Context: an optimization exercise on an open-source flow, tuned for small area, a short achievable clock period and few clock cycles per item. The choices shown serve that exercise and are no tape-out recipe. Only simulation tests tie the RTL to the original design; equivalence was not proved. Power figures rest on the tool's default switching activity, not on a simulated workload.

===== design/flow/design.v =====
`timescale          1ns/1ps
`default_nettype    none
module MS_DMAC_AHBL (
    input   wire    HCLK,
    input   wire    HRESETn,
    output  wire    IRQ,
    input wire          HSEL,
    input wire [31:0]   HADDR,
    input wire [1:0]    HTRANS,
    input wire          HWRITE,
    input wire          HREADY,
    input wire [31:0]   HWDATA,
    input wire [2:0]    HSIZE,
    output wire         HREADYOUT,
    output wire [31:0]  HRDATA,
    output wire [31:0]  M_HADDR,
    output wire [1:0]   M_HTRANS,
    output wire [2:0] 	M_HSIZE,
    output wire         M_HWRITE,
    output wire [31:0]  M_HWDATA,
    input wire          M_HREADY,
    input wire [31:0]   M_HRDATA
);
    localparam  CTRL_REG_OFF    =   8'h00, 
                STATUS_REG_OFF  =   8'h04, 
                SADDR_REG_OFF   =   8'h08,
                DADDR_REG_OFF   =   8'h0C,
                SIZE_REG_OFF    =   8'h10,
                TRIG_REG_OFF    =   8'h14;
    wire [31:0] STATUS_REG;
    wire done;
    wire finish;
    assign      STATUS_REG  = {31'h0,done};
    assign      IRQ         = done;
    reg             last_HSEL; 
    reg [31:0]      last_HADDR; 
    reg             last_HWRITE; 
    reg [1:0]       last_HTRANS; 
    always@ (posedge HCLK or negedge HRESETn) begin
        if(!HRESETn) begin 
            last_HSEL       <= 0;   
            last_HADDR      <= 0;  
            last_HWRITE     <= 0; 
            last_HTRANS     <= 0; 
        end else if(HREADY) begin
            last_HSEL       <= HSEL;   
            last_HADDR      <= HADDR;  
            last_HWRITE     <= HWRITE; 
            last_HTRANS     <= HTRANS; 
        end
    end
    wire rd_enable = last_HSEL & (~last_HWRITE) & last_HTRANS[1]; 
    wire wr_enable = last_HSEL & (last_HWRITE) & last_HTRANS[1];
        reg [32-1:0] CTRL_REG; 
        wire CTRL_REG_sel = wr_enable & (last_HADDR[15:0] == CTRL_REG_OFF); 
        always @(posedge HCLK or negedge HRESETn) 
            if (~HRESETn) 
                CTRL_REG <= 'h0; 
            else if (CTRL_REG_sel) 
                CTRL_REG <= HWDATA[32-1:0];
        reg [32-1:0] SADDR_REG; 
        wire SADDR_REG_sel = wr_enable & (last_HADDR[15:0] == SADDR_REG_OFF); 
        always @(posedge HCLK or negedge HRESETn) 
            if (~HRESETn) 
                SADDR_REG <= 'h0; 
            else if (SADDR_REG_sel) 
                SADDR_REG <= HWDATA[32-1:0];
        reg [32-1:0] DADDR_REG; 
        wire DADDR_REG_sel = wr_enable & (last_HADDR[15:0] == DADDR_REG_OFF); 
        always @(posedge HCLK or negedge HRESETn) 
            if (~HRESETn) 
                DADDR_REG <= 'h0; 
            else if (DADDR_REG_sel) 
                DADDR_REG <= HWDATA[32-1:0];
        reg [16-1:0] SIZE_REG; 
        wire SIZE_REG_sel = wr_enable & (last_HADDR[15:0] == SIZE_REG_OFF); 
        always @(posedge HCLK or negedge HRESETn) 
            if (~HRESETn) 
                SIZE_REG <= 'h0; 
            else if (SIZE_REG_sel) 
                SIZE_REG <= HWDATA[16-1:0];
    reg             TRIG_REG;
    wire TRIG_REG_sel = wr_enable & (last_HADDR[7:0] == TRIG_REG_OFF);
    always @(posedge HCLK or negedge HRESETn)
    begin
        if (~HRESETn)
            TRIG_REG <= 1'h0;
        else if (TRIG_REG_sel)
            TRIG_REG <= HWDATA[0];
        else if(finish)
            TRIG_REG <= 1'h0;
    end  
    reg             DONE_REG;
    always @(posedge HCLK or negedge HRESETn)
    begin
        if (~HRESETn)
            DONE_REG <= 1'h0;
        else if (TRIG_REG_sel)
            DONE_REG <= 1'h0;
        else if(finish)
            DONE_REG <= 1'h1;
    end  
    wire [0-0:0] CTRL_REG_EN = CTRL_REG[0:0];
    wire [11-8:0] CTRL_REG_TRIGGER = CTRL_REG[11:8];
    wire [17-16:0] CTRL_REG_SRC_TYPE = CTRL_REG[17:16];
    wire [20-18:0] CTRL_REG_SRC_AI = CTRL_REG[20:18];
    wire [25-24:0] CTRL_REG_DEST_TYPE = CTRL_REG[25:24];
    wire [28-26:0] CTRL_REG_DEST_AI = CTRL_REG[28:26];
    assign HRDATA =
        (last_HADDR[15:0] == CTRL_REG_OFF) ? CTRL_REG :
        (last_HADDR[15:0] == STATUS_REG_OFF) ? STATUS_REG :
        (last_HADDR[15:0] == SADDR_REG_OFF) ? SADDR_REG :
        (last_HADDR[15:0] == DADDR_REG_OFF) ? DADDR_REG :
        (last_HADDR[15:0] == SIZE_REG_OFF) ? SIZE_REG :
        (last_HADDR[15:0] == TRIG_REG_OFF) ? TRIG_REG :
        32'hDEADBEEF; 
    localparam  IDLE_STATE  =   5'b00001,
                RA_STATE    =   5'b00010, 
                RD_STATE    =   5'b00100,
                WA_STATE    =   5'b01000,
                WD_STATE    =   5'b10000;
    reg [4:0] state, nstate;
    reg  [15:0] CNTR;
    wire [15:0] CNTR_NEXT = CNTR + 16'h1;
    wire        all_moved = (CNTR == SIZE_REG);
    wire        last_item = (CNTR_NEXT == SIZE_REG);
    always @(posedge HCLK or negedge HRESETn)
        if(!HRESETn) state <= IDLE_STATE;
        else state <= nstate;
    always @*
        case(state)
            IDLE_STATE: if(TRIG_REG & CTRL_REG_EN & ~all_moved) 
                            nstate = RA_STATE; 
                        else 
                            nstate = IDLE_STATE;
            RA_STATE:   if(M_HREADY) nstate = RD_STATE; else nstate = RA_STATE;
            RD_STATE:   if(M_HREADY) nstate = WA_STATE; else nstate = RD_STATE;
            WA_STATE:   if(M_HREADY) nstate = WD_STATE; else nstate = WA_STATE;
            WD_STATE:   if(M_HREADY) begin
                            if(last_item)
                                nstate = IDLE_STATE;
                            else  
                                nstate = RA_STATE; 
                        end else nstate = WD_STATE;
            default: nstate = state;
        endcase 
    wire [17:0] R_CNTR = (CTRL_REG_SRC_AI == 4) ? CNTR << 2 :
                          (CTRL_REG_SRC_AI == 2) ? CNTR << 1 : 
                          (CTRL_REG_SRC_AI == 1) ? CNTR      : CNTR;
    wire [17:0] W_CNTR  = (CTRL_REG_DEST_AI == 4) ? CNTR << 2 :
                          (CTRL_REG_DEST_AI == 2) ? CNTR << 1 : 
                          (CTRL_REG_DEST_AI == 1) ? CNTR      : CNTR;
    wire [31:0] R_ADDR = (CTRL_REG_SRC_AI != 0) ? (SADDR_REG + R_CNTR) : SADDR_REG;
    wire [31:0] W_ADDR = (CTRL_REG_DEST_AI != 0) ? (DADDR_REG + W_CNTR) : DADDR_REG;
    always @(posedge HCLK or negedge HRESETn)
        if(!HRESETn) CNTR <= 16'h0;
        else if (TRIG_REG_sel) CNTR <= 16'h0;
        else if((state==WD_STATE) & M_HREADY & TRIG_REG) CNTR <= CNTR_NEXT;
    assign finish = (state == IDLE_STATE) & TRIG_REG & CTRL_REG_EN & all_moved;
    assign done = DONE_REG;
    assign HREADYOUT = 1'b1;
    reg [31:0] rdata;
    always @(posedge HCLK)
        if((state == RD_STATE) & M_HREADY)
            rdata <= M_HRDATA;
    wire [31:0] aligned_rdata = (CTRL_REG_SRC_TYPE == 2 & CTRL_REG_DEST_TYPE == 1 & M_HADDR[1]) ? {rdata[15:0], rdata[15:0]} : rdata;  
    assign M_HADDR = (state == RA_STATE) ? R_ADDR : W_ADDR;
    assign M_HTRANS =  M_HREADY & ((state == RA_STATE) || (state == WA_STATE)) ? 2'h2 : 2'h0;
    assign M_HWDATA = (state == WD_STATE)  ? aligned_rdata : 32'hEEEEEEEE;
    assign M_HWRITE = (state == WA_STATE)  ? 1'b1 : 1'b0; 
    assign M_HSIZE = (state == RA_STATE) ? CTRL_REG_SRC_TYPE : CTRL_REG_DEST_TYPE;
endmodule

===== design/flow/run.sh =====
#!/bin/bash
# synth_recipe.tcl (not shown) runs the flow's synth.tcl, then flattens the netlist and writes it again
# the make line also repeats each setting of config.mk as NAME=value (left out here)
make -C /OpenROAD-flow-scripts/flow DESIGN_CONFIG=/design/flow/config.mk WORK_HOME=/design/flow/orfs CLKGATE_MAP_FILE= SYNTH_SCRIPT=/design/flow/synth_recipe.tcl finish

===== design/flow/config.mk =====
export PLATFORM = sky130hd
export DESIGN_NAME = MS_DMAC_AHBL
export DESIGN_NICKNAME = MS_DMAC_AHBL
export VERILOG_FILES = /design/flow/design.v
export SDC_FILE = /design/flow/constraint.sdc
export NUM_CORES = 4
export LEC_CHECK = 0
export CAP_MARGIN = 20
export CORE_MARGIN = 2
export CORE_UTILIZATION = 40
export SLEW_MARGIN = 20

===== design/flow/constraint.sdc =====
create_clock -name core_clock -period 7.0 [get_ports {HCLK}]
set_input_delay 1.4000 -clock core_clock [delete_from_list [all_inputs] [get_ports {HCLK}]]
set_output_delay 1.4000 -clock core_clock [all_outputs]
set_load 0.01 [all_outputs]

==> flow_summary.json <==
{
  "grt_max_degree": 97,
  "drv_cap": 0,
  "r2r-start": "last_HADDR[13]",
  "clk_latency_ps": 450,
  "startpoint": "CTRL_REG[20]",
  "power_density_mw_per_mm2": 149,
  "netlist_instances": 1299,
  "drt-total-wl_um": 37500,
  "cp-end-kind": "output pin",
  "synth-seq-area-share_pct": 38.7,
  "ir_drop_mv": 0.174,
  "initialDrtViolationCount": 802,
  "post-route-period-util_pct": 90.2,
  "worst_slew_pin_slew_ps": 1040,
  "clockRootBuffer": "clkbuf_16",
  "fmax_mhz": 158,
  "antenna_found_initial": 0,
  "start_util_pct": 40.6,
  "period_minus_slack_ps": 6310,
  "worstPathArrival_ps": 4910,
  "finClkSkew_ps": 14.4,
  "n_antenna_cell": 0,
  "slew-limit-headroom_pct": 30.4,
  "slew_viol_final": 0,
  "clk_pin_slew_ps": 70,
  "place_congestion": 0.957,
  "fin_nets": 1598,
  "status": "timing/DRC/antenna clean",
  "start_kind": "flop",
  "worstPathMaxFanout": 18,
  "num_vias": 10603,
  "hold_start": "CTRL_REG[5]",
  "synth.avg_cell_area_um2": 9.57,
  "hold_class": "flop to flop",
  "die-width_um": 180,
  "port-buffer-count": 187,
  "worst-setup-path-type": "flop to output pin",
  "mostFrequentLayoutCell": "clkdlybuf4s50_1",
  "placed_cell_area_mm2": 0.0147,
  "core-area_mm2": 0.0306,
  "ys_ff_latch": 186,
  "cts_inserted_buffers": 17,
  "drive_gt1_share_pct": 12.0,
  "ant_nets": 0,
  "grtUsageTotal_pct": 22.8,
  "final_core_util_pct": 50.0,
  "ys_warn_count": 1,
  "fin_area_mm2": 0.0153,
  "met2WireLength_um": 17000,
  "syn_to_final_growth_pct": 23.0,
  "grt_pass1_vias": 10358,
  "synth_edf_count": 32,
  "worstPathRequired_ps": 5600,
  "netlist_area_mm2": 0.0124,
  "grt_first_pass_wirelength_um": 58900,
  "numClockSinks": 186,
  "post_cts_buffers": 0,
  "clockBufferDepth": 2,
  "drcViolationCount": 0,
  "setup_tns_ps": 0,
  "rsz0062_at_grt": "false",
  "synth_ff_type": "dfrtp_1",
  "rows": 64,
  "worst_hold_slack_ps": 491,
  "cts_tree": "built",
  "hold_viol": 0,
  "drt-met1-wl_um": 17200,
  "dr_wl_met3_um": 2760,
  "final_cell_mix": "clkdlybuf4s50_1, dfrtp_1, nand2_1, mux2_2, o21ai_0",
  "routed.top_layer": "met4",
  "async_flop_share_pct": 82.8,
  "pin_count": 211,
  "wire_per_inst_um": 20.2,
  "dieArea_mm2": 0.0325,
  "dpl.hpwl_um": 27000,
  "netlist-cell-type-count": 69,
  "drtPass1Iterations": 5,
  "cts_hold_buf": 0,
  "finalSetupViolations": 0,
  "grt_overflow": 0,
  "viasPerCell": 5.70,
  "die_y_um": 180,
  "cts.htree.levels": 4,
  "cts-resized-gates": 0,
  "leakagePower_nw": 6.43
}
[sequential cells by signal, indices dropped and copies added (netlist names), 5 cells and up]
name / cells
last_HADDR: 16
rdata: 32
DADDR_REG: 32
SIZE_REG: 16
CTRL_REG: 32
CNTR: 16
state: 5
SADDR_REG: 32
[logic make-up (layout without fill, tap and decap cells)]
group / Yosys count / after routing / synth area share (%)
DFF: 186 / 186 / 38.7
muxes: 193 / 193 / 16.9
AOI/OAI and AO/OA: 287 / 287 / 14.7
adders and majority gates: 41 / 41 / 4.25
other: 2 / 3 / 0.0604
xor gates and xnor gates: 86 / 86 / 6.06
buffers and inverters: 99 / 262 / 3.49
and+or+nand+nor: 405 / 405 / 15.8
[metal layers]
layer / global-route usage, % / vias to the layer above
met1: 32.2 / 5176
met4: 4.39 / 0
li1: - / 5049
met5: 0 / -
met2: 35.6 / 347
met3: 5.88 / 31
[final cells by class]
cell class / instances / area [um^2]
Multi-Input combinational cell: 1015 / 7260
Inverter: 19 / 71.3
Fill cell: 2894 / 15300
Timing Repair Buffer: 211 / 2050
Clock buffer: 17 / 425
Clock inverter: 15 / 156
Tap cell: 396 / 495
Sequential cell: 186 / 4820
[cell usage after synthesis, drive strengths merged (4+ instances only)]
master | n | share of area [%]
o21ai | 85 | 3.4
and3 | 13 | 0.65
a21o | 11 | 0.66
buf | 33 | 1.5
mux2i | 62 | 5.0
xor2 | 42 | 3.0
a211oi | 16 | 0.97
ha | 39 | 3.9
o31ai | 15 | 0.91
dfrtp | 153 | 31
nand4 | 12 | 0.65
nand2b | 21 | 1.1
a222oi | 7 | 0.56
or3 | 9 | 0.45
nor4 | 10 | 0.65
nand2 | 151 | 4.6
o211ai | 6 | 0.36
nor3b | 11 | 0.75
nor3 | 32 | 1.4
and2 | 8 | 0.40
clkbuf | 47 | 1.4
nor2 | 83 | 2.5
inv | 19 | 0.57
o22ai | 4 | 0.20
edfxtp | 32 | 7.7
nand3 | 33 | 1.3
xnor2 | 44 | 3.1
mux2 | 131 | 12
a21oi | 69 | 2.8
nor2b | 7 | 0.35
a31oi | 12 | 0.60
o221ai | 24 | 1.7
or2 | 4 | 0.20
a22oi | 5 | 0.30
o21a | 8 | 0.48
[worst paths after layout]
check                                      to  slack, ps  cells past startpoint
max in group asynchronous         CTRL_REG[5]       4650                      2
worst max-delay path              M_HADDR[20]        690                     15
worst min-delay path              CTRL_REG[5]        490                      1
worst min register to register    CTRL_REG[5]        490                      1
worst max register to register  SADDR_REG[19]       3490                      8
min in group asynchronous       SADDR_REG[17]       1010                      1
[critical path, cell delays in order, from the launching register on]
cell	delay [ps]
dfrtp_1	450
nor3b_2	200
buf_4	330
mux2i_1	120
or2_2	330
fa_1	420
nor2b_1	240
o2111ai_1	210
a21oi_1	420
a21oi_1	200
a21oi_1	170
buf_4	200
nand4_1	120
xor2_1	190
o21ai_0	240
clkdlybuf4s50_1	590
[stage by stage]
stage	total power, mW	std cells	setup slack (ps)
final	2.27	1859	688
after global routing	2.36	1859	458
after CTS	2.30	1858	777
after detailed placement	1.33	1826	1280
after global placement	1.33	1826	1320
after floorplan	1.22	1300	1760
[power breakdown]
group          internal [mW]  switching (mW)
Clock                  0.477           0.489
Combinational         0.0907          0.0731
Sequential              1.12          0.0233

## what the ideal ports hide
The flow's constraints put no driver on any port. The routed layout listed below was extracted and timed again, unchanged, in two steps. Step 1 (the two cells are an assumption about what drives the block):
set clk [get_ports {HCLK}]
set_driving_cell -lib_cell sky130_fd_sc_hd__clkbuf_16 $clk
set_driving_cell -lib_cell sky130_fd_sc_hd__buf_2 [delete_from_list [all_inputs] $clk]
Step 2 times the ports against the registers' clock, not the clock port: input delays grow and output delays shrink by t, the midpoint of the rising clock arrivals with the driver on. Slacks: no drivers / after step 1 / after step 2; pairs: no drivers / after step 1.
shift t [ns]: 0.486
slack for setup (ns): 0.688 / 0.648 / 1.134
hold slack, ns: 0.491 / 0.491 / 0.491
latest minus earliest clock arrival (ns): 0.014 / 0.014
pins driven straight from the clock port: 1
After both steps setup and hold are still met in this run. For this run, drivers alone change the setup slack by -0.040 ns; drivers and shift together by +0.446 ns.
